Source: an optimization exercise on an open RTL-to-GDS flow (aim: small area). Production flows keep margins and buffers that such runs may drop.
The RTL was checked by simulation tests, not by an equivalence proof against the original design.

### design/flow/flow/run.sh
#!/bin/bash
# Layout: the standard ORFS flow (standard.sh), with two changes to how
# the layout is built: the clock tree uses sink clusters of up to 18
# flip-flops and no dummy loads, and the port buffers are the smallest
# buffer cell.  Every tool's output stays in orfs/logs; make's own output
# goes to flow_make.log in this folder.
set -euo pipefail
export CTS_ARGS="-sink_clustering_enable -repair_clock_nets -sink_clustering_size 18 -sink_clustering_max_diameter 50 -buf_list {sky130_fd_sc_hd__clkbuf_8} -dont_use_dummy_load"
export BUFFER_PORTS_ARGS="-buffer_cell sky130_fd_sc_hd__buf_1"
bash standard.sh > flow_make.log 2>&1
### design/flow/standard.sh
#!/bin/bash
# synth_recipe.tcl (not shown) runs the flow's synth.tcl, then flattens the netlist and writes it again
# the make line also repeats each setting of config.mk as NAME=value (left out here)
make -C /OpenROAD-flow-scripts/flow DESIGN_CONFIG=/design/flow/config.mk WORK_HOME=/design/flow/orfs CLKGATE_MAP_FILE= SYNTH_SCRIPT=/design/flow/synth_recipe.tcl "${@:-finish}"
### design/flow/config.mk
export PLATFORM = sky130hd
export DESIGN_NAME = dsp
export DESIGN_NICKNAME = dsp
export VERILOG_FILES = /design/flow/design.v
export SDC_FILE = /design/flow/constraint.sdc
export NUM_CORES = 4
export LEC_CHECK = 0
export CAP_MARGIN = 20
export CORE_MARGIN = 2
export CORE_UTILIZATION = 68
export SLEW_MARGIN = 20
export SYNTH_HIERARCHICAL = 1
### design/flow/constraint.sdc
create_clock -name core_clock -period 8.0 [get_ports {clk}]
set_input_delay 1.6000 -clock core_clock [delete_from_list [all_inputs] [get_ports {clk}]]
set_output_delay 1.6000 -clock core_clock [all_outputs]
set_load 0.01 [all_outputs]
### design/flow/design.v
module prbs(
            clk,
            rst,
            enable,
            valid,
            bit_out_r,
            bit_out_i
            );
    parameter SEED = 9'h1AA;
    parameter [8:0] MASK_I = 9'b111010101;
    output bit_out_r;
    output bit_out_i;
    input rst;
    input clk;
    input enable;
    input valid;
    reg [8:0] buffer;
    always @(posedge clk or negedge rst) begin
        if (!rst)
            buffer <= SEED;
        else if (enable & valid)
            buffer <= {buffer[0] ^ buffer[4], buffer[8:1]};
    end
    assign bit_out_r = buffer[0];
    assign bit_out_i = ^(buffer & MASK_I);
endmodule
module tx(
          clk,
          rst,
          enable,
          cs,
          started,
          tx_in,
          tx_out
          );
    input clk;
    input rst;
    input enable;
    input [1:0] cs;
    input started;
    input tx_in;
    output [7:0] tx_out;
    reg       pb;        
    reg [5:0] w;         
    always @(posedge clk or negedge rst) begin
        if (!rst) begin
            pb <= 1'b0;
            w <= 6'd0;
        end
        else if (enable) begin
            if (cs == 2'd3)
                pb <= tx_in;
            if (cs == 2'd0)
                w <= {w[4:0], pb};
        end
    end
    wire [1:0] c = cs - 2'd1;
    wire [1:0] s24 = w[2] + w[4];
    wire [1:0] s15 = w[1] + w[5];
    wire [1:0] s23 = w[2] + w[3];
    wire [1:0] s14 = w[1] + w[4];
    wire [1:0] s05 = w[0] + w[5];
    wire [6:0] g0, g2, go;
    tx_fe0 u_f0 (.w3 (w[3]), .s24 (s24), .s15 (s15), .f (g0));
    tx_fe2 u_f2 (.s23 (s23), .s14 (s14), .s05 (s05), .f (g2));
    tx_fo u_fo (.a (c[1] ? w[2] : w[3]), .b (c[1] ? w[3] : w[2]),
                .d (c[1] ? w[1] : w[4]), .e (c[1] ? w[5] : w[0]), .f (go));
    wire [7:0] sum = {c[0] ? go : (c[1] ? g2 : g0), c[0]};
    assign tx_out = started ? sum : 8'd0;
endmodule
module tx_fo(a, b, d, e, f);
    input a;
    input b;
    input d;
    input e;
    output reg [6:0] f;
    always @* begin
        case ({a, b, d, e})
            4'd0: f = 7'h62;
            4'd1: f = 7'h60;
            4'd2: f = 7'h57;
            4'd3: f = 7'h55;
            4'd4: f = 7'h6c;
            4'd5: f = 7'h6a;
            4'd6: f = 7'h61;
            4'd7: f = 7'h5f;
            4'd8: f = 7'h20;
            4'd9: f = 7'h1e;
            4'd10: f = 7'h15;
            4'd11: f = 7'h13;
            4'd12: f = 7'h2a;
            4'd13: f = 7'h28;
            4'd14: f = 7'h1f;
            4'd15: f = 7'h1d;
            default: f = 7'h00;
        endcase
    end
endmodule
module tx_fe0(w3, s24, s15, f);
    input w3;
    input [1:0] s24;
    input [1:0] s15;
    output reg [6:0] f;
    always @* begin
        case ({w3, s24, s15})
            5'd0: f = 7'h61;
            5'd1: f = 7'h63;
            5'd2: f = 7'h65;
            5'd4: f = 7'h5a;
            5'd5: f = 7'h5c;
            5'd6: f = 7'h5e;
            5'd8: f = 7'h53;
            5'd9: f = 7'h55;
            5'd10: f = 7'h57;
            5'd16: f = 7'h29;
            5'd17: f = 7'h2b;
            5'd18: f = 7'h2d;
            5'd20: f = 7'h22;
            5'd21: f = 7'h24;
            5'd22: f = 7'h26;
            5'd24: f = 7'h1b;
            5'd25: f = 7'h1d;
            5'd26: f = 7'h1f;
            default: f = 7'h00;
        endcase
    end
endmodule
module tx_fe2(s23, s14, s05, f);
    input [1:0] s23;
    input [1:0] s14;
    input [1:0] s05;
    output [6:0] f;
    assign f = 7'd37 * s23 - 7'd5 * s14 - s05 - 7'd31;
endmodule
module rx(
          clk,
          rst,
          enable,
          rx_in,
          sample,
          rx_out,
          rx_bit_out
          );
    input clk;
    input rst;
    input enable;
    input signed [7:0] rx_in;
    input sample;        
    output reg [7:0] rx_out;
    output reg rx_bit_out;
    reg [8*24-1:0] xl;
    wire [7:0] u0 = {~xl[7], xl[6:0]};
    wire [7:0] u1 = {~xl[15], xl[14:8]};
    wire [7:0] u2 = {~xl[23], xl[22:16]};
    wire [7:0] u3 = {~xl[31], xl[30:24]};
    wire [7:0] u4 = {~xl[39], xl[38:32]};
    wire [7:0] u5 = {~xl[47], xl[46:40]};
    wire [7:0] u6 = {~xl[55], xl[54:48]};
    wire [7:0] u7 = {~xl[63], xl[62:56]};
    wire [7:0] u8 = {~xl[71], xl[70:64]};
    wire [7:0] u9 = {~xl[79], xl[78:72]};
    wire [7:0] u10 = {~xl[87], xl[86:80]};
    wire [7:0] u11 = {~xl[95], xl[94:88]};
    wire [7:0] u12 = {~xl[103], xl[102:96]};
    wire [7:0] u13 = {~xl[111], xl[110:104]};
    wire [7:0] u14 = {~xl[119], xl[118:112]};
    wire [7:0] u15 = {~xl[127], xl[126:120]};
    wire [7:0] u16 = {~xl[135], xl[134:128]};
    wire [7:0] u17 = {~xl[143], xl[142:136]};
    wire [7:0] u18 = {~xl[151], xl[150:144]};
    wire [7:0] u19 = {~xl[159], xl[158:152]};
    wire [7:0] u20 = {~xl[167], xl[166:160]};
    wire [7:0] u21 = {~xl[175], xl[174:168]};
    wire [7:0] u22 = {~xl[183], xl[182:176]};
    wire [7:0] u23 = {~xl[191], xl[190:184]};
    wire [8:0] p6;
    wire [7:0] p6_c;
    rx_ha u_p6_0 (.a(u6[0]), .b(u18[0]), .s(p6[0]), .co(p6_c[0]));
    rx_fa u_p6_1 (.a(u6[1]), .b(u18[1]), .c(p6_c[0]), .s(p6[1]), .co(p6_c[1]));
    rx_fa u_p6_2 (.a(u6[2]), .b(u18[2]), .c(p6_c[1]), .s(p6[2]), .co(p6_c[2]));
    rx_fa u_p6_3 (.a(u6[3]), .b(u18[3]), .c(p6_c[2]), .s(p6[3]), .co(p6_c[3]));
    rx_fa u_p6_4 (.a(u6[4]), .b(u18[4]), .c(p6_c[3]), .s(p6[4]), .co(p6_c[4]));
    rx_fa u_p6_5 (.a(u6[5]), .b(u18[5]), .c(p6_c[4]), .s(p6[5]), .co(p6_c[5]));
    rx_fa u_p6_6 (.a(u6[6]), .b(u18[6]), .c(p6_c[5]), .s(p6[6]), .co(p6_c[6]));
    rx_fa u_p6_7 (.a(u6[7]), .b(u18[7]), .c(p6_c[6]), .s(p6[7]), .co(p6_c[7]));
    assign p6[8] = p6_c[7];
    wire [8:0] p7;
    wire [7:0] p7_c;
    rx_ha u_p7_0 (.a(u7[0]), .b(u17[0]), .s(p7[0]), .co(p7_c[0]));
    rx_fa u_p7_1 (.a(u7[1]), .b(u17[1]), .c(p7_c[0]), .s(p7[1]), .co(p7_c[1]));
    rx_fa u_p7_2 (.a(u7[2]), .b(u17[2]), .c(p7_c[1]), .s(p7[2]), .co(p7_c[2]));
    rx_fa u_p7_3 (.a(u7[3]), .b(u17[3]), .c(p7_c[2]), .s(p7[3]), .co(p7_c[3]));
    rx_fa u_p7_4 (.a(u7[4]), .b(u17[4]), .c(p7_c[3]), .s(p7[4]), .co(p7_c[4]));
    rx_fa u_p7_5 (.a(u7[5]), .b(u17[5]), .c(p7_c[4]), .s(p7[5]), .co(p7_c[5]));
    rx_fa u_p7_6 (.a(u7[6]), .b(u17[6]), .c(p7_c[5]), .s(p7[6]), .co(p7_c[6]));
    rx_fa u_p7_7 (.a(u7[7]), .b(u17[7]), .c(p7_c[6]), .s(p7[7]), .co(p7_c[7]));
    assign p7[8] = p7_c[7];
    wire [8:0] p8;
    wire [7:0] p8_c;
    rx_ha u_p8_0 (.a(u8[0]), .b(u16[0]), .s(p8[0]), .co(p8_c[0]));
    rx_fa u_p8_1 (.a(u8[1]), .b(u16[1]), .c(p8_c[0]), .s(p8[1]), .co(p8_c[1]));
    rx_fa u_p8_2 (.a(u8[2]), .b(u16[2]), .c(p8_c[1]), .s(p8[2]), .co(p8_c[2]));
    rx_fa u_p8_3 (.a(u8[3]), .b(u16[3]), .c(p8_c[2]), .s(p8[3]), .co(p8_c[3]));
    rx_fa u_p8_4 (.a(u8[4]), .b(u16[4]), .c(p8_c[3]), .s(p8[4]), .co(p8_c[4]));
    rx_fa u_p8_5 (.a(u8[5]), .b(u16[5]), .c(p8_c[4]), .s(p8[5]), .co(p8_c[5]));
    rx_fa u_p8_6 (.a(u8[6]), .b(u16[6]), .c(p8_c[5]), .s(p8[6]), .co(p8_c[6]));
    rx_fa u_p8_7 (.a(u8[7]), .b(u16[7]), .c(p8_c[6]), .s(p8[7]), .co(p8_c[7]));
    assign p8[8] = p8_c[7];
    wire [8:0] p9;
    wire [7:0] p9_c;
    rx_ha u_p9_0 (.a(u9[0]), .b(u15[0]), .s(p9[0]), .co(p9_c[0]));
    rx_fa u_p9_1 (.a(u9[1]), .b(u15[1]), .c(p9_c[0]), .s(p9[1]), .co(p9_c[1]));
    rx_fa u_p9_2 (.a(u9[2]), .b(u15[2]), .c(p9_c[1]), .s(p9[2]), .co(p9_c[2]));
    rx_fa u_p9_3 (.a(u9[3]), .b(u15[3]), .c(p9_c[2]), .s(p9[3]), .co(p9_c[3]));
    rx_fa u_p9_4 (.a(u9[4]), .b(u15[4]), .c(p9_c[3]), .s(p9[4]), .co(p9_c[4]));
    rx_fa u_p9_5 (.a(u9[5]), .b(u15[5]), .c(p9_c[4]), .s(p9[5]), .co(p9_c[5]));
    rx_fa u_p9_6 (.a(u9[6]), .b(u15[6]), .c(p9_c[5]), .s(p9[6]), .co(p9_c[6]));
    rx_fa u_p9_7 (.a(u9[7]), .b(u15[7]), .c(p9_c[6]), .s(p9[7]), .co(p9_c[7]));
    assign p9[8] = p9_c[7];
    wire [8:0] p10;
    wire [7:0] p10_c;
    rx_ha u_p10_0 (.a(u10[0]), .b(u14[0]), .s(p10[0]), .co(p10_c[0]));
    rx_fa u_p10_1 (.a(u10[1]), .b(u14[1]), .c(p10_c[0]), .s(p10[1]), .co(p10_c[1]));
    rx_fa u_p10_2 (.a(u10[2]), .b(u14[2]), .c(p10_c[1]), .s(p10[2]), .co(p10_c[2]));
    rx_fa u_p10_3 (.a(u10[3]), .b(u14[3]), .c(p10_c[2]), .s(p10[3]), .co(p10_c[3]));
    rx_fa u_p10_4 (.a(u10[4]), .b(u14[4]), .c(p10_c[3]), .s(p10[4]), .co(p10_c[4]));
    rx_fa u_p10_5 (.a(u10[5]), .b(u14[5]), .c(p10_c[4]), .s(p10[5]), .co(p10_c[5]));
    rx_fa u_p10_6 (.a(u10[6]), .b(u14[6]), .c(p10_c[5]), .s(p10[6]), .co(p10_c[6]));
    rx_fa u_p10_7 (.a(u10[7]), .b(u14[7]), .c(p10_c[6]), .s(p10[7]), .co(p10_c[7]));
    assign p10[8] = p10_c[7];
    wire [8:0] p11;
    wire [7:0] p11_c;
    rx_ha u_p11_0 (.a(u11[0]), .b(u13[0]), .s(p11[0]), .co(p11_c[0]));
    rx_fa u_p11_1 (.a(u11[1]), .b(u13[1]), .c(p11_c[0]), .s(p11[1]), .co(p11_c[1]));
    rx_fa u_p11_2 (.a(u11[2]), .b(u13[2]), .c(p11_c[1]), .s(p11[2]), .co(p11_c[2]));
    rx_fa u_p11_3 (.a(u11[3]), .b(u13[3]), .c(p11_c[2]), .s(p11[3]), .co(p11_c[3]));
    rx_fa u_p11_4 (.a(u11[4]), .b(u13[4]), .c(p11_c[3]), .s(p11[4]), .co(p11_c[4]));
    rx_fa u_p11_5 (.a(u11[5]), .b(u13[5]), .c(p11_c[4]), .s(p11[5]), .co(p11_c[5]));
    rx_fa u_p11_6 (.a(u11[6]), .b(u13[6]), .c(p11_c[5]), .s(p11[6]), .co(p11_c[6]));
    rx_fa u_p11_7 (.a(u11[7]), .b(u13[7]), .c(p11_c[6]), .s(p11[7]), .co(p11_c[7]));
    assign p11[8] = p11_c[7];
    wire s1, c2;
    rx_fa u_s1 (.a(1'b1), .b(~u22[0]), .c(~u2[0]), .s(s1), .co(c2));
    wire s3, c4;
    rx_fa u_s3 (.a(p10[0]), .b(p7[0]), .c(p8[0]), .s(s3), .co(c4));
    wire s5, c6;
    rx_fa u_s5 (.a(~p6[0]), .b(s1), .c(s3), .s(s5), .co(c6));
    wire s7, c8;
    rx_fa u_s7 (.a(u20[0]), .b(u4[0]), .c(~u1[0]), .s(s7), .co(c8));
    wire s9, c10;
    rx_fa u_s9 (.a(~u22[1]), .b(~u23[0]), .c(~u2[1]), .s(s9), .co(c10));
    wire s11, c12;
    rx_fa u_s11 (.a(p9[0]), .b(~p11[0]), .c(c2), .s(s11), .co(c12));
    wire s13, c14;
    rx_fa u_s13 (.a(s7), .b(s9), .c(p10[1]), .s(s13), .co(c14));
    wire s15, c16;
    rx_fa u_s15 (.a(p7[1]), .b(p8[1]), .c(c4), .s(s15), .co(c16));
    wire s17, c18;
    rx_fa u_s17 (.a(~p6[1]), .b(s11), .c(s13), .s(s17), .co(c18));
    wire s19, c20;
    rx_fa u_s19 (.a(c6), .b(s15), .c(s17), .s(s19), .co(c20));
    wire s21, c22;
    rx_fa u_s21 (.a(1'b1), .b(u20[1]), .c(u4[1]), .s(s21), .co(c22));
    wire s23, c24;
    rx_fa u_s23 (.a(~u1[1]), .b(~u22[2]), .c(~u23[1]), .s(s23), .co(c24));
    wire s25, c26;
    rx_fa u_s25 (.a(~u2[2]), .b(p10[0]), .c(p7[0]), .s(s25), .co(c26));
    wire s27, c28;
    rx_fa u_s27 (.a(~p6[0]), .b(c10), .c(c8), .s(s27), .co(c28));
    wire s29, c30;
    rx_fa u_s29 (.a(s21), .b(s23), .c(p9[1]), .s(s29), .co(c30));
    wire s31, c32;
    rx_fa u_s31 (.a(~p11[1]), .b(s25), .c(c12), .s(s31), .co(c32));
    wire s33, c34;
    rx_fa u_s33 (.a(s27), .b(p10[2]), .c(p7[2]), .s(s33), .co(c34));
    wire s35, c36;
    rx_fa u_s35 (.a(p8[2]), .b(c14), .c(~p6[2]), .s(s35), .co(c36));
    wire s37, c38;
    rx_fa u_s37 (.a(c16), .b(s29), .c(s31), .s(s37), .co(c38));
    wire s39, c40;
    rx_fa u_s39 (.a(s33), .b(c18), .c(s35), .s(s39), .co(c40));
    wire s41, c42;
    rx_fa u_s41 (.a(s37), .b(c20), .c(s39), .s(s41), .co(c42));
    wire s43, c44;
    rx_fa u_s43 (.a(u12[0]), .b(u20[2]), .c(u4[2]), .s(s43), .co(c44));
    wire s45, c46;
    rx_fa u_s45 (.a(~u1[2]), .b(~u22[3]), .c(~u23[2]), .s(s45), .co(c46));
    wire s47, c48;
    rx_fa u_s47 (.a(~u2[3]), .b(p9[0]), .c(~p8[0]), .s(s47), .co(c48));
    wire s49, c50;
    rx_fa u_s49 (.a(c22), .b(c24), .c(s43), .s(s49), .co(c50));
    wire s51, c52;
    rx_fa u_s51 (.a(s45), .b(p10[1]), .c(p7[1]), .s(s51), .co(c52));
    wire s53, c54;
    rx_fa u_s53 (.a(c26), .b(~p6[1]), .c(s47), .s(s53), .co(c54));
    wire s55, c56;
    rx_fa u_s55 (.a(c28), .b(s49), .c(p9[2]), .s(s55), .co(c56));
    wire s57, c58;
    rx_fa u_s57 (.a(c30), .b(~p11[2]), .c(s51), .s(s57), .co(c58));
    wire s59, c60;
    rx_fa u_s59 (.a(s53), .b(c32), .c(p10[3]), .s(s59), .co(c60));
    wire s61, c62;
    rx_fa u_s61 (.a(p7[3]), .b(p8[3]), .c(c34), .s(s61), .co(c62));
    wire s63, c64;
    rx_fa u_s63 (.a(~p6[3]), .b(c36), .c(s55), .s(s63), .co(c64));
    wire s65, c66;
    rx_fa u_s65 (.a(s57), .b(c38), .c(s59), .s(s65), .co(c66));
    wire s67, c68;
    rx_fa u_s67 (.a(s61), .b(c40), .c(s63), .s(s67), .co(c68));
    wire s69, c70;
    rx_fa u_s69 (.a(s65), .b(c42), .c(s67), .s(s69), .co(c70));
    wire s71, c72;
    rx_fa u_s71 (.a(u12[1]), .b(u20[3]), .c(u4[3]), .s(s71), .co(c72));
    wire s73, c74;
    rx_fa u_s73 (.a(~u1[3]), .b(~u22[4]), .c(~u23[3]), .s(s73), .co(c74));
    wire s75, c76;
    rx_fa u_s75 (.a(~u2[4]), .b(~p7[0]), .c(c44), .s(s75), .co(c76));
    wire s77, c78;
    rx_fa u_s77 (.a(c46), .b(s71), .c(s73), .s(s77), .co(c78));
    wire s79, c80;
    rx_fa u_s79 (.a(p9[1]), .b(~p8[1]), .c(c48), .s(s79), .co(c80));
    wire s81, c82;
    rx_fa u_s81 (.a(c50), .b(s75), .c(s77), .s(s81), .co(c82));
    wire s83, c84;
    rx_fa u_s83 (.a(p10[2]), .b(p7[2]), .c(c52), .s(s83), .co(c84));
    wire s85, c86;
    rx_fa u_s85 (.a(~p6[2]), .b(c54), .c(s79), .s(s85), .co(c86));
    wire s87, c88;
    rx_fa u_s87 (.a(p9[3]), .b(c56), .c(s81), .s(s87), .co(c88));
    wire s89, c90;
    rx_fa u_s89 (.a(~p11[3]), .b(c58), .c(s83), .s(s89), .co(c90));
    wire s91, c92;
    rx_fa u_s91 (.a(s85), .b(p10[4]), .c(p7[4]), .s(s91), .co(c92));
    wire s93, c94;
    rx_fa u_s93 (.a(p8[4]), .b(~p6[4]), .c(c60), .s(s93), .co(c94));
    wire s95, c96;
    rx_fa u_s95 (.a(c62), .b(c64), .c(s87), .s(s95), .co(c96));
    wire s97, c98;
    rx_fa u_s97 (.a(s89), .b(s91), .c(c66), .s(s97), .co(c98));
    wire s99, c100;
    rx_fa u_s99 (.a(s93), .b(s95), .c(c68), .s(s99), .co(c100));
    wire s101, c102;
    rx_fa u_s101 (.a(s97), .b(c70), .c(s99), .s(s101), .co(c102));
    wire s103, c104;
    rx_fa u_s103 (.a(1'b1), .b(u12[2]), .c(u20[4]), .s(s103), .co(c104));
    wire s105, c106;
    rx_fa u_s105 (.a(u4[4]), .b(~u1[4]), .c(~u22[5]), .s(s105), .co(c106));
    wire s107, c108;
    rx_fa u_s107 (.a(~u23[4]), .b(~u2[5]), .c(p10[0]), .s(s107), .co(c108));
    wire s109, c110;
    rx_fa u_s109 (.a(c72), .b(c74), .c(s103), .s(s109), .co(c110));
    wire s111, c112;
    rx_fa u_s111 (.a(s105), .b(~p7[1]), .c(s107), .s(s111), .co(c112));
    wire s113, c114;
    rx_fa u_s113 (.a(c76), .b(c78), .c(s109), .s(s113), .co(c114));
    wire s115, c116;
    rx_fa u_s115 (.a(p9[2]), .b(~p8[2]), .c(c80), .s(s115), .co(c116));
    wire s117, c118;
    rx_fa u_s117 (.a(s111), .b(c82), .c(p10[3]), .s(s117), .co(c118));
    wire s119, c120;
    rx_fa u_s119 (.a(p7[3]), .b(s113), .c(~p6[3]), .s(s119), .co(c120));
    wire s121, c122;
    rx_fa u_s121 (.a(c84), .b(s115), .c(c86), .s(s121), .co(c122));
    wire s123, c124;
    rx_fa u_s123 (.a(p9[4]), .b(~p11[4]), .c(c88), .s(s123), .co(c124));
    wire s125, c126;
    rx_fa u_s125 (.a(s117), .b(s119), .c(c90), .s(s125), .co(c126));
    wire s127, c128;
    rx_fa u_s127 (.a(s121), .b(p10[5]), .c(p7[5]), .s(s127), .co(c128));
    wire s129, c130;
    rx_fa u_s129 (.a(p8[5]), .b(~p6[5]), .c(c92), .s(s129), .co(c130));
    wire s131, c132;
    rx_fa u_s131 (.a(c94), .b(c96), .c(s123), .s(s131), .co(c132));
    wire s133, c134;
    rx_fa u_s133 (.a(s125), .b(s127), .c(s129), .s(s133), .co(c134));
    wire s135, c136;
    rx_fa u_s135 (.a(c98), .b(s131), .c(c100), .s(s135), .co(c136));
    wire s137, c138;
    rx_fa u_s137 (.a(s133), .b(c102), .c(s135), .s(s137), .co(c138));
    wire s139, c140;
    rx_fa u_s139 (.a(u12[0]), .b(u12[3]), .c(u20[5]), .s(s139), .co(c140));
    wire s141, c142;
    rx_fa u_s141 (.a(u4[5]), .b(~u1[5]), .c(~u22[6]), .s(s141), .co(c142));
    wire s143, c144;
    rx_fa u_s143 (.a(~u23[5]), .b(~u2[6]), .c(p11[0]), .s(s143), .co(c144));
    wire s145, c146;
    rx_fa u_s145 (.a(c104), .b(c106), .c(s139), .s(s145), .co(c146));
    wire s147, c148;
    rx_fa u_s147 (.a(s141), .b(p10[1]), .c(c108), .s(s147), .co(c148));
    wire s149, c150;
    rx_fa u_s149 (.a(s143), .b(c110), .c(s145), .s(s149), .co(c150));
    wire s151, c152;
    rx_fa u_s151 (.a(~p7[2]), .b(c112), .c(s147), .s(s151), .co(c152));
    wire s153, c154;
    rx_fa u_s153 (.a(c114), .b(p9[3]), .c(s149), .s(s153), .co(c154));
    wire s155, c156;
    rx_fa u_s155 (.a(~p8[3]), .b(c116), .c(s151), .s(s155), .co(c156));
    wire s157, c158;
    rx_fa u_s157 (.a(p10[4]), .b(p7[4]), .c(~p6[4]), .s(s157), .co(c158));
    wire s159, c160;
    rx_fa u_s159 (.a(c118), .b(c120), .c(s153), .s(s159), .co(c160));
    wire s161, c162;
    rx_fa u_s161 (.a(c122), .b(s155), .c(p9[5]), .s(s161), .co(c162));
    wire s163, c164;
    rx_fa u_s163 (.a(~p11[5]), .b(s157), .c(c124), .s(s163), .co(c164));
    wire s165, c166;
    rx_fa u_s165 (.a(s159), .b(c126), .c(p10[6]), .s(s165), .co(c166));
    wire s167, c168;
    rx_fa u_s167 (.a(p7[6]), .b(p8[6]), .c(c128), .s(s167), .co(c168));
    wire s169, c170;
    rx_fa u_s169 (.a(~p6[6]), .b(s161), .c(c130), .s(s169), .co(c170));
    wire s171, c172;
    rx_fa u_s171 (.a(c132), .b(s163), .c(s165), .s(s171), .co(c172));
    wire s173, c174;
    rx_fa u_s173 (.a(s167), .b(c134), .c(s169), .s(s173), .co(c174));
    wire s175, c176;
    rx_fa u_s175 (.a(c136), .b(s171), .c(s173), .s(s175), .co(c176));
    wire s177, c178;
    rx_fa u_s177 (.a(u12[1]), .b(u12[4]), .c(u20[6]), .s(s177), .co(c178));
    wire s179, c180;
    rx_fa u_s179 (.a(u4[6]), .b(~u1[6]), .c(~u22[7]), .s(s179), .co(c180));
    wire s181, c182;
    rx_fa u_s181 (.a(~u23[6]), .b(~u2[7]), .c(c140), .s(s181), .co(c182));
    wire s183, c184;
    rx_fa u_s183 (.a(c142), .b(s177), .c(s179), .s(s183), .co(c184));
    wire s185, c186;
    rx_fa u_s185 (.a(p11[1]), .b(c144), .c(c146), .s(s185), .co(c186));
    wire s187, c188;
    rx_fa u_s187 (.a(s181), .b(s183), .c(p10[2]), .s(s187), .co(c188));
    wire s189, c190;
    rx_fa u_s189 (.a(c148), .b(c150), .c(s185), .s(s189), .co(c190));
    wire s191, c192;
    rx_fa u_s191 (.a(~p7[3]), .b(s187), .c(c152), .s(s191), .co(c192));
    wire s193, c194;
    rx_fa u_s193 (.a(p9[4]), .b(s189), .c(~p8[4]), .s(s193), .co(c194));
    wire s195, c196;
    rx_fa u_s195 (.a(c154), .b(c156), .c(s191), .s(s195), .co(c196));
    wire s197, c198;
    rx_fa u_s197 (.a(p10[5]), .b(p7[5]), .c(~p6[5]), .s(s197), .co(c198));
    wire s199, c200;
    rx_fa u_s199 (.a(c158), .b(s193), .c(c160), .s(s199), .co(c200));
    wire s201, c202;
    rx_fa u_s201 (.a(s195), .b(p9[6]), .c(c162), .s(s201), .co(c202));
    wire s203, c204;
    rx_fa u_s203 (.a(~p11[6]), .b(s197), .c(c164), .s(s203), .co(c204));
    wire s205, c206;
    rx_fa u_s205 (.a(s199), .b(p10[7]), .c(p7[7]), .s(s205), .co(c206));
    wire s207, c208;
    rx_fa u_s207 (.a(p8[7]), .b(~p6[7]), .c(c166), .s(s207), .co(c208));
    wire s209, c210;
    rx_fa u_s209 (.a(c168), .b(s201), .c(c170), .s(s209), .co(c210));
    wire s211, c212;
    rx_fa u_s211 (.a(s203), .b(s205), .c(c172), .s(s211), .co(c212));
    wire s213, c214;
    rx_fa u_s213 (.a(s207), .b(c174), .c(s209), .s(s213), .co(c214));
    wire s215, c216;
    rx_fa u_s215 (.a(s211), .b(c176), .c(s213), .s(s215), .co(c216));
    wire s217, c218;
    rx_fa u_s217 (.a(1'b1), .b(u12[2]), .c(u12[5]), .s(s217), .co(c218));
    wire s219, c220;
    rx_fa u_s219 (.a(u20[7]), .b(u4[7]), .c(~u1[7]), .s(s219), .co(c220));
    wire s221, c222;
    rx_fa u_s221 (.a(~u23[7]), .b(c178), .c(c180), .s(s221), .co(c222));
    wire s223, c224;
    rx_fa u_s223 (.a(s217), .b(s219), .c(c182), .s(s223), .co(c224));
    wire s225, c226;
    rx_fa u_s225 (.a(c184), .b(s221), .c(p11[2]), .s(s225), .co(c226));
    wire s227, c228;
    rx_fa u_s227 (.a(c186), .b(s223), .c(p10[3]), .s(s227), .co(c228));
    wire s229, c230;
    rx_fa u_s229 (.a(c188), .b(s225), .c(c190), .s(s229), .co(c230));
    wire s231, c232;
    rx_fa u_s231 (.a(~p7[4]), .b(s227), .c(c192), .s(s231), .co(c232));
    wire s233, c234;
    rx_fa u_s233 (.a(p9[5]), .b(~p8[5]), .c(c194), .s(s233), .co(c234));
    wire s235, c236;
    rx_fa u_s235 (.a(s229), .b(c196), .c(s231), .s(s235), .co(c236));
    wire s237, c238;
    rx_fa u_s237 (.a(p10[6]), .b(p7[6]), .c(~p6[6]), .s(s237), .co(c238));
    wire s239, c240;
    rx_fa u_s239 (.a(c198), .b(s233), .c(c200), .s(s239), .co(c240));
    wire s241, c242;
    rx_fa u_s241 (.a(p9[7]), .b(s235), .c(~p11[7]), .s(s241), .co(c242));
    wire s243, c244;
    rx_fa u_s243 (.a(c202), .b(s237), .c(c204), .s(s243), .co(c244));
    wire s245, c246;
    rx_fa u_s245 (.a(s239), .b(p10[8]), .c(p7[8]), .s(s245), .co(c246));
    wire s247, c248;
    rx_fa u_s247 (.a(p8[8]), .b(~p6[8]), .c(c206), .s(s247), .co(c248));
    wire s249, c250;
    rx_fa u_s249 (.a(c208), .b(s241), .c(c210), .s(s249), .co(c250));
    wire s251, c252;
    rx_fa u_s251 (.a(s243), .b(s245), .c(s247), .s(s251), .co(c252));
    wire s253, c254;
    rx_fa u_s253 (.a(c212), .b(c214), .c(s249), .s(s253), .co(c254));
    wire s255, c256;
    rx_fa u_s255 (.a(s251), .b(c216), .c(s253), .s(s255), .co(c256));
    wire s257, c258;
    rx_fa u_s257 (.a(1'b1), .b(u12[3]), .c(u12[6]), .s(s257), .co(c258));
    wire s259, c260;
    rx_fa u_s259 (.a(c218), .b(c220), .c(s257), .s(s259), .co(c260));
    wire s261, c262;
    rx_fa u_s261 (.a(c222), .b(s259), .c(c224), .s(s261), .co(c262));
    wire s263, c264;
    rx_fa u_s263 (.a(p11[3]), .b(c226), .c(s261), .s(s263), .co(c264));
    wire s265, c266;
    rx_fa u_s265 (.a(p10[4]), .b(c228), .c(~p7[5]), .s(s265), .co(c266));
    wire s267, c268;
    rx_fa u_s267 (.a(c230), .b(s263), .c(c232), .s(s267), .co(c268));
    wire s269, c270;
    rx_fa u_s269 (.a(p9[6]), .b(~p8[6]), .c(s265), .s(s269), .co(c270));
    wire s271, c272;
    rx_fa u_s271 (.a(c234), .b(c236), .c(p10[7]), .s(s271), .co(c272));
    wire s273, c274;
    rx_fa u_s273 (.a(p7[7]), .b(s267), .c(~p6[7]), .s(s273), .co(c274));
    wire s275, c276;
    rx_fa u_s275 (.a(c238), .b(s269), .c(c240), .s(s275), .co(c276));
    wire s277, c278;
    rx_fa u_s277 (.a(p9[8]), .b(~p11[8]), .c(c242), .s(s277), .co(c278));
    wire s279, c280;
    rx_fa u_s279 (.a(s271), .b(s273), .c(c244), .s(s279), .co(c280));
    wire s281, c282;
    rx_fa u_s281 (.a(s275), .b(c246), .c(c248), .s(s281), .co(c282));
    wire s283, c284;
    rx_fa u_s283 (.a(s277), .b(c250), .c(s279), .s(s283), .co(c284));
    wire s285, c286;
    rx_fa u_s285 (.a(c252), .b(s281), .c(c254), .s(s285), .co(c286));
    wire s287, c288;
    rx_fa u_s287 (.a(s283), .b(c256), .c(s285), .s(s287), .co(c288));
    wire s289, c290;
    rx_fa u_s289 (.a(u12[4]), .b(u12[7]), .c(c258), .s(s289), .co(c290));
    wire s291, c292;
    rx_fa u_s291 (.a(c260), .b(s289), .c(c262), .s(s291), .co(c292));
    wire s293, c294;
    rx_fa u_s293 (.a(p11[4]), .b(p10[5]), .c(s291), .s(s293), .co(c294));
    wire s295, c296;
    rx_fa u_s295 (.a(c264), .b(~p7[6]), .c(c266), .s(s295), .co(c296));
    wire s297, c298;
    rx_fa u_s297 (.a(s293), .b(c268), .c(p9[7]), .s(s297), .co(c298));
    wire s299, c300;
    rx_fa u_s299 (.a(~p8[7]), .b(c270), .c(s295), .s(s299), .co(c300));
    wire s301, c302;
    rx_fa u_s301 (.a(p10[8]), .b(p7[8]), .c(~p6[8]), .s(s301), .co(c302));
    wire s303, c304;
    rx_fa u_s303 (.a(c272), .b(c274), .c(s297), .s(s303), .co(c304));
    wire s305, c306;
    rx_fa u_s305 (.a(c276), .b(s299), .c(c278), .s(s305), .co(c306));
    wire s307, c308;
    rx_fa u_s307 (.a(s301), .b(s303), .c(c280), .s(s307), .co(c308));
    wire s309, c310;
    rx_fa u_s309 (.a(c282), .b(s305), .c(c284), .s(s309), .co(c310));
    wire s311, c312;
    rx_fa u_s311 (.a(s307), .b(c286), .c(s309), .s(s311), .co(c312));
    wire s313, c314;
    rx_fa u_s313 (.a(u12[5]), .b(c290), .c(c292), .s(s313), .co(c314));
    wire s315, c316;
    rx_fa u_s315 (.a(p11[5]), .b(p10[6]), .c(c294), .s(s315), .co(c316));
    wire s317, c318;
    rx_fa u_s317 (.a(s313), .b(~p7[7]), .c(c296), .s(s317), .co(c318));
    wire s319, c320;
    rx_fa u_s319 (.a(s315), .b(p9[8]), .c(~p8[8]), .s(s319), .co(c320));
    wire s321, c322;
    rx_fa u_s321 (.a(c298), .b(c300), .c(s317), .s(s321), .co(c322));
    wire s323, c324;
    rx_fa u_s323 (.a(c302), .b(c304), .c(s319), .s(s323), .co(c324));
    wire s325, c326;
    rx_fa u_s325 (.a(s321), .b(c306), .c(s323), .s(s325), .co(c326));
    wire s327, c328;
    rx_fa u_s327 (.a(c308), .b(s325), .c(c310), .s(s327), .co(c328));
    wire s329, c330;
    rx_fa u_s329 (.a(u12[6]), .b(c314), .c(p11[6]), .s(s329), .co(c330));
    wire s331, c332;
    rx_fa u_s331 (.a(p10[7]), .b(c316), .c(s329), .s(s331), .co(c332));
    wire s333, c334;
    rx_fa u_s333 (.a(~p7[8]), .b(c318), .c(s331), .s(s333), .co(c334));
    wire s335, c336;
    rx_fa u_s335 (.a(c320), .b(c322), .c(s333), .s(s335), .co(c336));
    wire s337, c338;
    rx_fa u_s337 (.a(c324), .b(s335), .c(c326), .s(s337), .co(c338));
    wire s339, c340;
    rx_fa u_s339 (.a(u12[7]), .b(p11[7]), .c(c330), .s(s339), .co(c340));
    wire s341, c342;
    rx_fa u_s341 (.a(p10[8]), .b(c332), .c(s339), .s(s341), .co(c342));
    wire s343, c344;
    rx_fa u_s343 (.a(s341), .b(c334), .c(c336), .s(s343), .co(c344));
    wire s345, c346;
    rx_fa u_s345 (.a(1'b1), .b(p11[8]), .c(c340), .s(s345), .co(c346));
    wire s347, c348;
    rx_fa u_s347 (.a(c342), .b(s345), .c(c344), .s(s347), .co(c348));
    wire [15:0] ra = {c346, s347, c338, c328, c312, c288, s287, s255, s215, c138, s137, s101, s69, s41, s19, s5};
    wire [15:0] rb = {c348, 1'b0, s343, s337, s327, s311, 1'b0, 1'b0, 1'b0, s175, 1'b0, 1'b0, 1'b0, 1'b0, 1'b0, 1'b0};
    wire [15:0] s = ra + rb;
    wire sat = (s[15:14] != {2{s[15]}});
    wire [7:0] sat_out = sat ? (s[15] ? 8'h80 : 8'h7f) : s[14:7];
    always @(posedge clk or negedge rst) begin
        if (!rst) begin
            xl <= {8*24{1'b0}};
            rx_out <= 8'd0;
            rx_bit_out <= 1'b0;
        end
        else if (enable) begin
            xl <= {xl[8*23-1:0], rx_in};
            rx_out <= sat_out;
            if (sample)
                rx_bit_out <= ~s[15];
        end
    end
endmodule
module rx_fa(a, b, c, s, co);
    input a, b, c;
    output s, co;
    assign s = a ^ b ^ c;
    assign co = (a & b) | (a & c) | (b & c);
endmodule
module rx_ha(a, b, s, co);
    input a, b;
    output s, co;
    assign s = a ^ b;
    assign co = a & b;
endmodule
module ber(
           clk,
           rst,
           enable,
           valid,
           t,
           sx_r,
           dx_r,
           sx_i,
           dx_i,
           error_count_r,
           error_count_i,
           bit_count
           );
    parameter SEQ_LEN = 1022;
    parameter R = 32;                   
    localparam AW = $clog2(SEQ_LEN);    
    localparam RB = $clog2(R);          
    localparam CB = RB - 2;             
    localparam NC = 1 << CB;
    localparam NG = 1 << (AW - CB - RB);
    localparam NR = NG * NC;            
    input clk;
    input rst;
    input enable;
    input valid;
    input [RB-1:0] t;       
    input sx_r;
    input dx_r;
    input sx_i;
    input dx_i;
    output [63:0] error_count_r;
    output [63:0] error_count_i;
    output [63:0] bit_count;
    reg [AW-1:0] shift;
    reg [AW-1:0] wl;
    reg adapt;
    wire step = enable & valid;
    localparam integer NAD = SEQ_LEN * (SEQ_LEN + 1) + 1;
    localparam [AW-1:0] WL0 = (1 << AW) - (NAD % (1 << AW));
    reg [63-AW:0] bc_hi;
    wire [63-AW:0] bc_hi_inc;
    ber_inc #(.W (64 - AW)) inc_bc (.q (bc_hi), .inc (step & ~adapt & (&wl)), .d (bc_hi_inc));
    assign bit_count = {bc_hi, adapt ? {AW{1'b0}} : wl};
    wire [AW-1:0] counter = wl - WL0 - (SEQ_LEN + 1) * shift;
    wire counter_full = (counter == SEQ_LEN);
    wire end_adapt = (shift == SEQ_LEN);
    wire adapt_next = adapt & ~end_adapt;
    wire [AW-1:0] shift_next = shift + (adapt & counter_full);
    wire [AW-1:0] wl_next = wl + 1'b1;
    always @(posedge clk or negedge rst) begin
        if (!rst)
            bc_hi <= {64-AW{1'b0}};
        else
            bc_hi <= bc_hi_inc;
    end
    always @(posedge clk or negedge rst) begin
        if (!rst) begin
            shift <= {AW{1'b0}};
            wl <= WL0;
            adapt <= 1'b1;
        end
        else if (step) begin
            wl <= wl_next;
            if (adapt) begin
                if (counter_full)
                    shift <= shift + 1'b1;
                if (end_adapt)
                    adapt <= 1'b0;
            end
        end
    end
    wire [AW-CB-1:0] blk0 = wl[AW-1:CB];
    wire [AW-CB-1:0] blk1 = wl[AW-1:CB] - 1'b1;
    wire pass0 = (blk0[RB-1:0] == ~t);
    wire pass1 = (blk1[RB-1:0] == ~t);
    wire [NR-1:0] we;
    genvar gg, cc_;
    generate
        for (gg = 0; gg < NG; gg = gg + 1) begin : g_we_g
            for (cc_ = 0; cc_ < NC; cc_ = cc_ + 1) begin : g_we_c
                wire older = (cc_ > wl[CB-1:0]);
                assign we[gg*NC + cc_] = older ? (pass1 & (blk1[AW-CB-1:RB] == gg))
                                               : (pass0 & (blk0[AW-CB-1:RB] == gg));
            end
        end
    endgenerate
    ber_lane #(.SEQ_LEN(SEQ_LEN), .R(R)) lane_r (
        .clk (clk), .rst (rst), .step (step), .t (t), .adapt (adapt),
        .shift (shift), .counter_full (counter_full), .end_adapt (end_adapt),
        .wl_next (wl_next), .adapt_next (adapt_next), .shift_next (shift_next),
        .wl (wl), .we (we), .sx (sx_r), .dx (dx_r), .error_count (error_count_r));
    ber_lane #(.SEQ_LEN(SEQ_LEN), .R(R)) lane_i (
        .clk (clk), .rst (rst), .step (step), .t (t), .adapt (adapt),
        .shift (shift), .counter_full (counter_full), .end_adapt (end_adapt),
        .wl_next (wl_next), .adapt_next (adapt_next), .shift_next (shift_next),
        .wl (wl), .we (we), .sx (sx_i), .dx (dx_i), .error_count (error_count_i));
endmodule
module ber_lane(
                clk,
                rst,
                step,
                t,
                adapt,
                shift,
                counter_full,
                end_adapt,
                wl_next,
                adapt_next,
                shift_next,
                wl,
                we,
                sx,
                dx,
                error_count
                );
    parameter SEQ_LEN = 1022;
    parameter R = 32;
    localparam AW = $clog2(SEQ_LEN);
    localparam RB = $clog2(R);
    localparam CB = RB - 2;
    localparam NC = 1 << CB;
    localparam NG = 1 << (AW - CB - RB);
    localparam NR = NG * NC;
    input clk;
    input rst;
    input step;
    input [RB-1:0] t;
    input adapt;
    input [AW-1:0] shift;
    input counter_full;
    input end_adapt;
    input [AW-1:0] wl_next;
    input adapt_next;
    input [AW-1:0] shift_next;
    input [AW-1:0] wl;
    input [NR-1:0] we;
    input sx;
    input dx;
    output reg [63:0] error_count;
    reg [R*NR-1:0] q;
    reg [NC-1:0] wd_n;      
    reg wd_c0;
    wire [NC-1:0] wd;
    reg rd;
    reg [AW-1:0] min_error_count;
    reg [AW-1:0] min_shift;
    integer i;
    always @(posedge clk) begin
        for (i = 0; i < NR; i = i + 1)
            q[R*i +: R] <= {q[R*i +: R-1], we[i] ? wd[i % NC] : q[R*i+R-1]};
    end
    wire [AW-1:0] s = adapt ? shift : min_shift;
    wire [AW-1:0] s_next = adapt_next ? shift_next : min_shift;
    reg [AW-1:0] a;
    always @(posedge clk) begin
        if (step)
            a <= wl_next - s_next;
    end
    wire [CB-1:0] ac = a[CB-1:0];
    wire [RB-1:0] am = a[CB+RB-1:CB];
    wire [AW-CB-RB-1:0] ag = a[AW-1:CB+RB];
    wire [RB-1:0] pos = am + t;                
    wire rpass = (pos[1:0] == 2'b11);          
    localparam NP = R / 4;
    wire [NR*NP-1:0] rq;
    genvar k, j;
    generate
        for (k = 0; k < NR; k = k + 1) begin : g_rq
            for (j = 0; j < NP; j = j + 1) begin : g_rqj
                assign rq[k*NP + j] = q[R*k + 4*j + 3];
            end
        end
    endgenerate
    wire rq_sel;
    ber_sel #(.N (NR*NP)) sel_rq (.d (rq), .s ({ag, ac, pos[RB-1:2]}), .y (rq_sel));
    always @(posedge clk) begin
        if (rpass)
            rd <= rq_sel;
    end
    wire bit_d = (s < NC) ? wd[wl[CB-1:0] - s[CB-1:0]] : (rpass ? rq_sel : rd);
    wire e = bit_d ^ dx;
    wire [AW-1:0] ec_lo = error_count[AW-1:0];
    wire clr = step & adapt & (counter_full | end_adapt);
    wire inc = step & e & ~(adapt & counter_full);
    wire [63:0] ec_inc;
    ber_inc #(.W (64)) inc_ec (.q (error_count), .inc (inc), .d (ec_inc));
    always @(posedge clk or negedge rst) begin
        if (!rst)
            error_count <= 64'd0;
        else begin
            error_count[AW-1:0] <= clr ? {AW{1'b0}} : ec_inc[AW-1:0];
            error_count[63:AW] <= ec_inc[63:AW];
        end
    end
    wire [AW-1:0] wn = wl + 1'b1;
    localparam integer NAD = SEQ_LEN * (SEQ_LEN + 1) + 1;
    localparam integer C0 = ((1 << AW) - (NAD % (1 << AW))) % NC;
    genvar g;
    generate
        for (g = 0; g < NC; g = g + 1) begin : g_wd
            if (g == C0) begin : g_r
                assign wd[g] = wd_c0;
            end
            else begin : g_n
                assign wd[g] = wd_n[g];
            end
        end
    endgenerate
    always @(posedge clk or negedge rst) begin
        if (!rst) begin
            wd_c0 <= 1'b0;
            min_error_count <= {AW{1'b1}};
        end
        else if (step) begin
            if (wn[CB-1:0] == C0)
                wd_c0 <= sx;
            if (adapt & counter_full & (ec_lo < min_error_count))
                min_error_count <= ec_lo;
        end
    end
    always @(posedge clk) begin
        if (step) begin
            for (i = 0; i < NC; i = i + 1)
                if (i != C0 && wn[CB-1:0] == i)
                    wd_n[i] <= sx;
            if (adapt & counter_full & (ec_lo < min_error_count))
                min_shift <= shift;
        end
    end
endmodule
module ber_inc(q, inc, d);
    parameter W = 64;
    localparam NB = (W + 7) / 8;
    input [W-1:0] q;
    input inc;
    output [W-1:0] d;
    wire [8*NB-1:0] qx = {{8*NB-W{1'b0}}, q};
    wire [8*NB-1:0] dx;
    wire [NB-1:0] all1;      
    wire [NB:0] below;       
    wire [8*NB:0] c;
    assign below[0] = 1'b1;
    genvar b, i;
    generate
        for (b = 0; b < NB; b = b + 1) begin : g_blk
            assign all1[b] = &qx[8*b +: 8];
            assign below[b+1] = below[b] & all1[b];
            assign c[8*b] = inc & below[b];
            for (i = 0; i < 8; i = i + 1) begin : g_bit
                assign dx[8*b+i] = qx[8*b+i] ^ c[8*b+i];
                if (i < 7) begin : g_c
                    assign c[8*b+i+1] = c[8*b+i] & qx[8*b+i];
                end
            end
        end
    endgenerate
    assign d = dx[W-1:0];
endmodule
module ber_sel(d, s, y);
    parameter N = 256;
    localparam SB = $clog2(N);
    input [N-1:0] d;
    input [SB-1:0] s;
    output y;
    wire [3:0] oh = {s[1:0] == 2'd3, s[1:0] == 2'd2, s[1:0] == 2'd1, s[1:0] == 2'd0};
    wire [N/4-1:0] l1;
    genvar i;
    generate
        for (i = 0; i < N / 4; i = i + 1) begin : g_l1
            ber_ao4 m (.d (d[4*i +: 4]), .oh (oh), .y (l1[i]));
        end
    endgenerate
    ber_tree #(.N (N / 4)) t (.d (l1), .s (s[SB-1:2]), .y (y));
endmodule
module ber_tree(d, s, y);
    parameter N = 64;
    localparam SB = $clog2(N);
    input [N-1:0] d;
    input [SB-1:0] s;
    output y;
    generate
        if (N == 4) begin : g_leaf4
            ber_mux4 m (.d (d), .s (s), .y (y));
        end
        else if (N == 2) begin : g_leaf2
            assign y = s[0] ? d[1] : d[0];
        end
        else begin : g_node
            wire [3:0] part;
            genvar i;
            for (i = 0; i < 4; i = i + 1) begin : g_part
                ber_tree #(.N (N / 4)) sub (.d (d[i*(N/4) +: N/4]), .s (s[SB-3:0]), .y (part[i]));
            end
            ber_mux4 m (.d (part), .s (s[SB-1:SB-2]), .y (y));
        end
    endgenerate
endmodule
module ber_ao4(d, oh, y);
    input [3:0] d;
    input [3:0] oh;
    output y;
    assign y = |(d & oh);
endmodule
module ber_mux4(d, s, y);
    input [3:0] d;
    input [1:0] s;
    output y;
    assign y = s[1] ? (s[0] ? d[3] : d[2]) : (s[0] ? d[1] : d[0]);
endmodule
module dsp(
           rst,
           clk,
           i_enable_tx,
           i_enable_rx,
           i_enable_ber,
           i_phase,
           o_error_count_r,
           o_error_count_i,
           o_bit_count_r,
           o_bit_count_i,
           o_tx,
           o_rx,
           o_led
           );
    input rst;
    input clk;
    input i_enable_tx;
    input i_enable_rx;
    input i_enable_ber;
    input [1:0] i_phase;
    output [63:0] o_error_count_r;
    output [63:0] o_error_count_i;
    output [63:0] o_bit_count_r;
    output [63:0] o_bit_count_i;
    output [15:0] o_tx;
    output [15:0] o_rx;
    output [3:0] o_led;
    wire prbs_out_r;
    wire [7:0] tx_out_r;
    wire [7:0] rx_out_r;
    wire rx_bit_out_r;
    wire prbs_out_i;
    wire [7:0] tx_out_i;
    wire [7:0] rx_out_i;
    wire rx_bit_out_i;
    wire [63:0] bit_count;
    reg [4:0] clk_counter;      
    reg [1:0] phase;
    reg ber_rst;
    reg enable_tx;
    reg enable_rx;
    reg [1:0] tx_cs;        
    reg tx_started;         
    reg [1:0] rx_cc;        
    wire valid = (clk_counter[1:0] == 2'd1);
    assign o_led[0] = enable_tx;
    assign o_led[1] = enable_rx;
    assign o_led[2] = 1'b0;
    assign o_led[3] = ~((|o_error_count_r) | (|o_error_count_i));
    assign o_tx = {tx_out_r, tx_out_i};
    assign o_rx = {rx_out_r, rx_out_i};
    assign o_bit_count_r = bit_count;
    assign o_bit_count_i = bit_count;
    always @(posedge clk or negedge rst) begin
        if (!rst) begin
            clk_counter <= 5'd0;
            phase <= 2'd0;
            ber_rst <= 1'b0;
            enable_tx <= 1'b0;
            enable_rx <= 1'b0;
            tx_cs <= 2'd0;
            tx_started <= 1'b0;
            rx_cc <= 2'd0;
        end
        else begin
            clk_counter <= clk_counter + 5'd1;
            phase <= i_phase;
            enable_tx <= i_enable_tx;
            enable_rx <= i_enable_rx;
            ber_rst <= !((i_phase != phase) || (!enable_rx && i_enable_rx));
            if (enable_tx) begin
                tx_cs <= tx_cs + 2'd1;
                tx_started <= 1'b1;
            end
            if (enable_rx)
                rx_cc <= rx_cc + 2'd1;
        end
    end
    prbs #(.SEED (9'h1AA), .MASK_I (9'b111010101)) prbs0 (
        .clk (clk), .rst (rst), .enable (enable_tx), .valid (valid),
        .bit_out_r (prbs_out_r), .bit_out_i (prbs_out_i));
    tx tx_r (
        .clk (clk), .rst (rst), .enable (enable_tx), .cs (tx_cs), .started (tx_started), .tx_in (prbs_out_r),
        .tx_out (tx_out_r));
    tx tx_i (
        .clk (clk), .rst (rst), .enable (enable_tx), .cs (tx_cs), .started (tx_started), .tx_in (prbs_out_i),
        .tx_out (tx_out_i));
    rx rx_r (
        .clk (clk), .rst (rst), .enable (enable_rx), .rx_in (tx_out_r),
        .sample (rx_cc == phase), .rx_out (rx_out_r), .rx_bit_out (rx_bit_out_r));
    rx rx_i (
        .clk (clk), .rst (rst), .enable (enable_rx), .rx_in (tx_out_i),
        .sample (rx_cc == phase), .rx_out (rx_out_i), .rx_bit_out (rx_bit_out_i));
    ber ber0 (
        .clk (clk), .rst (ber_rst), .enable (i_enable_ber), .valid (valid),
        .t (clk_counter),
        .sx_r (prbs_out_r), .dx_r (rx_bit_out_r),
        .sx_i (prbs_out_i), .dx_i (rx_bit_out_i),
        .error_count_r (o_error_count_r), .error_count_i (o_error_count_i),
        .bit_count (bit_count));
endmodule
==> impl_metrics.ini, run 1 <==
[run_status]
status = no timing/DRC/antenna violations

[worst_setup_path]
crit_path_start_kind = register
critPathMaxFanout = 9
cp_data_required_time_ns = 8.77
crit_type = reg2reg
cp-end-kind = register
cp.arrival_ns = 8.45

[sta]
max-slew-margin-rel_pct = 24.0
finalSetupViolCount = 0
drv_slew = 0
tightest_slew_ns = 1.13
finalHoldViolCount = 0
whs_ns = 0.257
setup_ws_ns = 0.323
timing.final.crit_share_pct = 96.0
period_needed_ns = 7.68
clock_skew_ns = 0.157
fmax_mhz = 130

[place]
dpl.hpwl_microns = 122000
portBuffers = 297
place_area_sq_um = 92900
dp_worst_setup_slack_ns = 0.174
place_congestion = 0.881

[synthesis]
synth-seq-area-share_pct = 65.8
synth_async_sr_flop_share_pct = 24.0
synth_flop_cell = dfxtp_1
synth-edff-count = 54
synth.area.top_cells = dfxtp_1, dfrtp_1, fa_1, mux2_2, ha_1
synth.avg_cell_area_sq_um = 15.0
syn_area_sq_um = 90200
netlist.area_leader.share_pct = 45.5
synth_cell_types = 105
syn_inst = 6027
synth_area_leader_cell = dfxtp_1
synth_seq_cells = 2769
synth_warnings = 14

[route]
drc = 0
initialDrtViolationCount = 2818
finalWirelength_microns = 172000
drtPass1Iterations = 7
dr_total_vias = 45200
routed_via_density = 5.54
ant_nets = 0
wl_per_cell_microns = 21.1

[clock_tree]
cts_made_buffers = 198
tritoncts = yes
cts.sinks = 2769
path_clk_slew_ns = 0.10
clock_latency_ns = 0.95
root_buffer = clkbuf_8
cts_setup_buffers = 0
clk_path_buf_depth = 3
htreeDepth = 4

[final_layout]
areaGrowthSynthToFinish_pct = 6.12
stdcell_area_sq_um = 95700
regArea_sq_um = 59400
fillers = 8558
multiInputGateArea_sq_um = 28900
nNetsFinal = 7163
drive_gt1_share_pct = 12.9

[floorplan]
die_area_sq_um = 136000
fp-row-count = 133
die_h_microns = 368
io_pins = 299
initial_core_util_pct = 68.5
core_area_sq_um = 132000
fp.dieW_microns = 368

[grt]
grt_pass1_vias = 46800
globalRouteOverflowTotal = 0
gr-usage-all-layers_pct = 26.1
grt_pass1_wl_microns = 272000
antenna_found_initial = 5
grt_max_degree = 194

[run]
drv_cap = 0

[worst_hold_path]
min_path_type = reg2reg
[final timing paths]
path / start / endpoint / slack, ns / cells past startpoint
worst max-delay path: rx_i.xl[112] / rx_i.rx_out[5] / 0.32 / 19
min in group asynchronous: ber_rst / ber0.lane_r.error_count[31] / 0.37 / 0
worst max register to register: rx_i.xl[112] / rx_i.rx_out[5] / 0.32 / 19
worst min register to register: ber0.lane_r.q[950] / ber0.lane_r.q[951] / 0.26 / 0
worst min-delay path: ber0.lane_r.q[950] / ber0.lane_r.q[951] / 0.26 / 0
max in group asynchronous: rst / enable_rx / 5.64 / 3
[metal layers]
layer / share of wire (%) / vias up / global-route usage (%) / wire (microns)
met3: 4.1 / 205 / 3.71 / 7030
met1: 47 / 23000 / 38.7 / 81100
met4: 1.7 / 0 / 5.58 / 2890
met5: 0 / - / 0 / 0
li1: - / 21000 / - / -
met2: 47 / 953 / 41.5 / 81400
[synth_stat cells, types with 74 or more instances]
cell and number:
dfxtp_1 2050, nand2_1 269, nor2_1 92, ha_1 314
mux2_2 402, buf_4 74, fa_1 446, xnor2_1 76
inv_1 278, a22oi_1 256, nand3_1 115, o21ai_0 146
dfrtp_1 630
[sequential cells by signal, indices dropped and copies added, names as in the netlist, 54 cells and up]
name / count
ber0.lane_i.q: 1024
ber0.lane_r.error_count: 64
ber0.lane_r.q: 1024
ber0.bc_hi: 54
rx_i.xl: 192
ber0.lane_i.error_count: 64
rx_r.xl: 192
[worst max-delay path, cell delays in order (launching register included)]
cell	delay (ns)
dfrtp_1	0.41
ha_1	0.22
fa_1	0.39
fa_1	0.40
fa_1	0.40
fa_1	0.39
fa_1	0.40
fa_1	0.39
fa_1	0.55
fa_1	0.45
fa_1	0.47
fa_1	0.54
fa_1	0.44
fa_1	0.40
ha_1	0.27
a21oi_2	0.35
mux2_4	0.35
a41oi_4	0.35
a41oi_1	0.18
o31ai_1	0.22
[per-module statistics from Yosys, one instance, submodules excluded, a selection]
module,copies in the design,flops+latches,cell area (sq um)
ber,1,75,4160
rx_fa,432,0,20.0
tx_fo,2,0,221
rx_ha,12,0,12.5
ber_ao4,128,0,18.8
rx,2,201,8150
tx,2,7,569
tx_fe2,2,0,315
dsp,1,15,1330
ber_mux4,42,0,22.5
tx_fe0,2,0,150
[what timing repair did]
| action | in CTS | in global routing |
|---|---|---|
| endpoints found under the setup margin | 0 | 14 |
| resized for setup | 0 | 11 |
| hold buffers | 0 | 0 |
[layout make-up]
class                   instances  area share [%]
well taps                    1755            2.29
repair buffers                338            1.59
multi-input cells            2808            30.1
flip-flops and latches       2769            62.0
diodes                          6          0.0157
clock buffers                 198            2.85
inverters                     281            1.11
[per-stage QoR]
step | utilization [%] | cells | TNS [ns]
5_1_grt | 72.7 | 8154 | -0.00552
3_5_place_dp | 70.6 | 7951 | 0
2_1_floorplan | - | 6037 | 0
6_report | 72.7 | 8155 | 0
3_3_place_gp | 70.6 | 7951 | 0
4_1_cts | 72.7 | 8149 | 0
[logic make-up after synthesis]
| group | Yosys count | synth area share, % |
|---|---|---|
| buffers and inverters | 460 | 2.40 |
| other | 3 | 0.0125 |
| xor gates and xnor gates | 141 | 1.42 |
| AOI/OAI and AO/OA | 626 | 4.94 |
| muxes | 497 | 6.72 |
| DFF | 2769 | 65.8 |
| adders and majority gates | 760 | 14.3 |
| and+or+nand+nor | 771 | 4.47 |
[cell usage in the layout (no fill, tap or decap), types with 11 or more instances in the layout]
cell       count
dfrtp_1      628
and2_1        28
fa_1         446
nand2_1      269
mux4_2        46
buf_1        296
ha_1         312
nor4_1        43
a21oi_1       47
edfxtp_1      54
o21ai_1       13
mux2i_1       47
conb_1        13
buf_4         33
dfxtp_1     2050
xor2_1        61
xnor2_1       74
a211oi_1      11
and3_1        25
clkbuf_8     198
a22oi_1      256
nand2b_1      15
o21ai_0      144
mux2_2       402
nand4_1       59
inv_1        278
a21o_1        12
a221oi_1      22
nor2_1        90
nand3_1      115
nor3_1        25
nor2b_1       14
o2111ai_1     21
dfstp_2       35
==> run 2: changes to the inputs <==
--- a/design/flow/design.v
+++ b/design/flow/design.v
@@ -884,13 +884,23 @@
     input [SB-1:0] s;
     output y;
-    wire [3:0] oh = {s[1:0] == 2'd3, s[1:0] == 2'd2, s[1:0] == 2'd1, s[1:0] == 2'd0};
+    wire [3:0] oh1 = {s[1:0] == 2'd3, s[1:0] == 2'd2, s[1:0] == 2'd1, s[1:0] == 2'd0};
+    wire [3:0] oh2 = {s[3:2] == 2'd3, s[3:2] == 2'd2, s[3:2] == 2'd1, s[3:2] == 2'd0};
     wire [N/4-1:0] l1;
+    wire [N/16-1:0] l2;
     genvar i;
     generate
         for (i = 0; i < N / 4; i = i + 1) begin : g_l1
-            ber_ao4 m (.d (d[4*i +: 4]), .oh (oh), .y (l1[i]));
+            ber_ao4 m (.d (d[4*i +: 4]), .oh (oh1), .y (l1[i]));
+        end
+        for (i = 0; i < N / 16; i = i + 1) begin : g_l2
+            ber_ao4 m (.d (l1[4*i +: 4]), .oh (oh2), .y (l2[i]));
+        end
+        if (N == 16) begin : g_one
+            assign y = l2[0];
+        end
+        else begin : g_more
+            ber_tree #(.N (N / 16)) t (.d (l2), .s (s[SB-1:4]), .y (y));
         end
     endgenerate
-    ber_tree #(.N (N / 4)) t (.d (l1), .s (s[SB-1:2]), .y (y));
 endmodule
 module ber_tree(d, s, y);
==> impl_metrics.ini, run 2 <==
[floorplan]
initial_core_util_pct = 68.6
die_area_sq_um = 136000
fp-row-count = 133
fp.dieW_microns = 368
io_pins = 299
die_h_microns = 368
core_area_sq_um = 131000

[route]
wl_per_cell_microns = 20.5
drtPass1Iterations = 5
ant_nets = 0
drc = 0
dr_total_vias = 45500
routed_via_density = 5.53
initialDrtViolationCount = 2913
finalWirelength_microns = 169000

[final_layout]
final_cell_mix = dfxtp_1, dfrtp_1, fa_1
multiInputGateArea_sq_um = 28800
areaGrowthSynthToFinish_pct = 6.18
layout_commonest_cell = dfxtp_1
fillers = 8711
regArea_sq_um = 59400
drive_gt1_share_pct = 12.5
stdcell_area_sq_um = 95700
top_regs = ber0.lane_i.q (1024), ber0.lane_r.q (1024)
final_util_pct = 72.8
nNetsFinal = 7237

[worst_setup_path]
cp_data_required_time_ns = 8.75
crit_path_start_kind = register
crit_type = reg2reg
critPathMaxFanout = 9
cp.arrival_ns = 8.51
cp-end-kind = register

[synthesis]
synth-compound-area-share_pct = 5.48
synth_async_sr_flop_share_pct = 24.0
synth_seq_cells = 2769
synth_flop_cell = dfxtp_1
synth_xor_area_share_pct = 1.42
synthMuxAreaShare_pct = 5.93
synth_cell_types = 105
synth-edff-count = 54
syn_inst = 6099
yosys.area_share.adder_pct = 14.3
synth_area_leader_cell = dfxtp_1
synth-seq-area-share_pct = 65.8
netlist.area_leader.share_pct = 45.5
synth-simple-area-share_pct = 4.67
yosys-top-cells-count = dfxtp_1, dfrtp_1, fa_1, mux2_2, a22oi_1
synth_warnings = 14
syn_area_sq_um = 90200
synth_top_family_by_area = adder cells
synth.area.top_cells = dfxtp_1, dfrtp_1, fa_1, mux2_2, ha_1
synth.avg_cell_area_sq_um = 14.8
synth.most_common_cell = dfxtp_1

[sta]
rsz0062_at_grt = yes
tightest_slew_ns = 1.24
fmax_mhz = 129
setup_ws_ns = 0.241
finalSetupViolCount = 0
max-slew-margin-rel_pct = 16.7
finalHoldViolCount = 0
drv_slew = 0
clock_skew_ns = 0.158
period_needed_ns = 7.76
fin_setup_tns_ns = 0
timing.final.crit_share_pct = 97.0

[clock_tree]
clk_path_buf_depth = 3
root_buffer = clkbuf_8
path_clk_slew_ns = 0.10
cts_made_buffers = 197
cts.sinks = 2769
clock_latency_ns = 0.97
tritoncts = yes
htreeDepth = 4

[place]
portBuffers = 297
place_congestion = 0.882
dpl.hpwl_microns = 119000
place_area_sq_um = 92900
dp_worst_setup_slack_ns = 0.166

[grt]
grt_pass1_vias = 47100
antenna_found_initial = 6
gr-usage-all-layers_pct = 25.5
globalRouteOverflowTotal = 0
grt_pass1_wl_microns = 266000
grt_max_degree = 194

[worst_hold_path]
min_path_type = reg2reg

[run_status]
status = no timing/DRC/antenna violations

[run]
drv_cap = 0
-- run 2: cell count changes in the layout (fill, tap and decap cells not counted), sizes merged, moves of 3 or more --
cell / change
a22oi: +64
buf: +3
nand2: +32
mux4: -32
and2b: +6
-- run 2: per-layer routing --
layer  GRT usage (%)  vias to the layer above  part of all wire, %
li1                -                    21300                    -
met1            35.9                    23000                   45
met2            40.5                      987                   47
met3            4.34                      296                  4.6
met4            8.62                        0                  3.4
met5               0                        -                    0
-- run 2: repair_timing --
action                                  4_1_cts  5_1_grt
hold buffers                                  0        0
endpoints found under the setup margin        0       14
gates resized for setup                       0       15
buffers inserted                              0        0
-- run 2: layout make-up --
| type | count | area share [%] |
|---|---|---|
| well taps | 1755 | 2.29 |
| clock buffers | 197 | 2.83 |
| flip-flops and latches | 2769 | 62.0 |
| multi-input cells | 2880 | 30.1 |
| diodes | 7 | 0.0183 |
| inverters | 281 | 1.11 |
| repair buffers | 341 | 1.64 |
-- run 2: critical path, cell delays in order, from the launching register on --
cell       delay [ns]
dfrtp_1          0.42
ha_1             0.24
fa_1             0.39
fa_1             0.42
fa_1             0.41
fa_1             0.40
fa_1             0.42
fa_1             0.40
fa_1             0.57
fa_1             0.45
fa_1             0.42
fa_1             0.48
fa_1             0.38
fa_1             0.37
ha_1             0.40
a21oi_2          0.35
mux2_4           0.35
a41oi_4          0.34
o2111ai_2        0.26
nand4_1          0.15
-- run 2: path summary, 6_finish.rpt --
| check | end | cells after the start | slack (ns) | start |
|---|---|---|---|---|
| min | ber0.lane_i.q[719] | 0 | 0.23 | ber0.lane_i.q[718] |
| min in group asynchronous | ber0.lane_i.wd_c0 | 0 | 0.41 | ber_rst |
| max reg2reg | rx_r.rx_out[4] | 19 | 0.24 | rx_r.xl[72] |
| max in group asynchronous | rx_i.xl[112] | 3 | 5.41 | rst |
| min reg2reg | ber0.lane_i.q[719] | 0 | 0.23 | ber0.lane_i.q[718] |
| max | rx_r.rx_out[4] | 19 | 0.24 | rx_r.xl[72] |
-- run 2: cell families (layout without fill, tap and decap cells) --
group | after synthesis | in the layout
AO/OA/AOI/OAI | 690 | 690
XOR/XNOR | 141 | 141
adder cells (fa/ha/maj) | 760 | 760
buffers and inverters | 460 | 819
flip-flops | 2769 | 2769
multiplexers | 465 | 465
other | 3 | 20
AND/OR/NAND/NOR | 811 | 811
-- run 2: stage by stage --
stage,hold slack (ns),std cells
2_1_floorplan,0.310,6109
3_3_place_gp,0.310,8026
3_5_place_dp,0.312,8026
4_1_cts,0.219,8223
5_1_grt,0.215,8226
6_report,0.227,8230
-- run 2: modules after synthesis (local to each module, per instance), excerpt --
module    flops+latches  cells  copies in the design  cell area [sq um]
rx                  201    629                     2               8150
ber                  75    391                     1               4160
dsp                  15    150                     1               1330
tx                    7     53                     2                569
tx_fe2                0     35                     2                315
tx_fo                 0     30                     2                221
tx_fe0                0     21                     2                150
ber_mux4              0      1                    10               22.5
rx_fa                 0      1                   432               20.0
ber_ao4               0      3                   160               18.8
rx_ha                 0      1                    12               12.5

==> separate check: timing with driven ports <==
The flow's constraints put no driver on any port. The routed layouts listed below were extracted and timed again, unchanged, in two steps.
Step 1: set_driving_cell puts a clkbuf_16 on clk and a buf_2 on each other input, an assumption about the parent block.
Step 2, shift: input delay + t, output delay - t, t = (earliest + latest rising clock arrival at the registers) / 2. This alone moves slack from input paths to output paths.
a / b / c = no drivers / after step 1 / after step 2; a / b = the first two.
run | t, ns | setup WS [ns] | clock arrival spread, ns | slew at the worst register clock pin (ns) | worst data-port slew with drivers (ns)
run 1 | 0.957 | 0.323 / 0.323 / 0.323 | 0.159 / 0.159 | 0.11 / 0.11 | 0.04
run 2 | 0.960 | 0.241 / 0.241 / 0.241 | 0.158 / 0.159 | 0.11 / 0.11 | 0.03
After both steps every run listed still meets setup and hold.
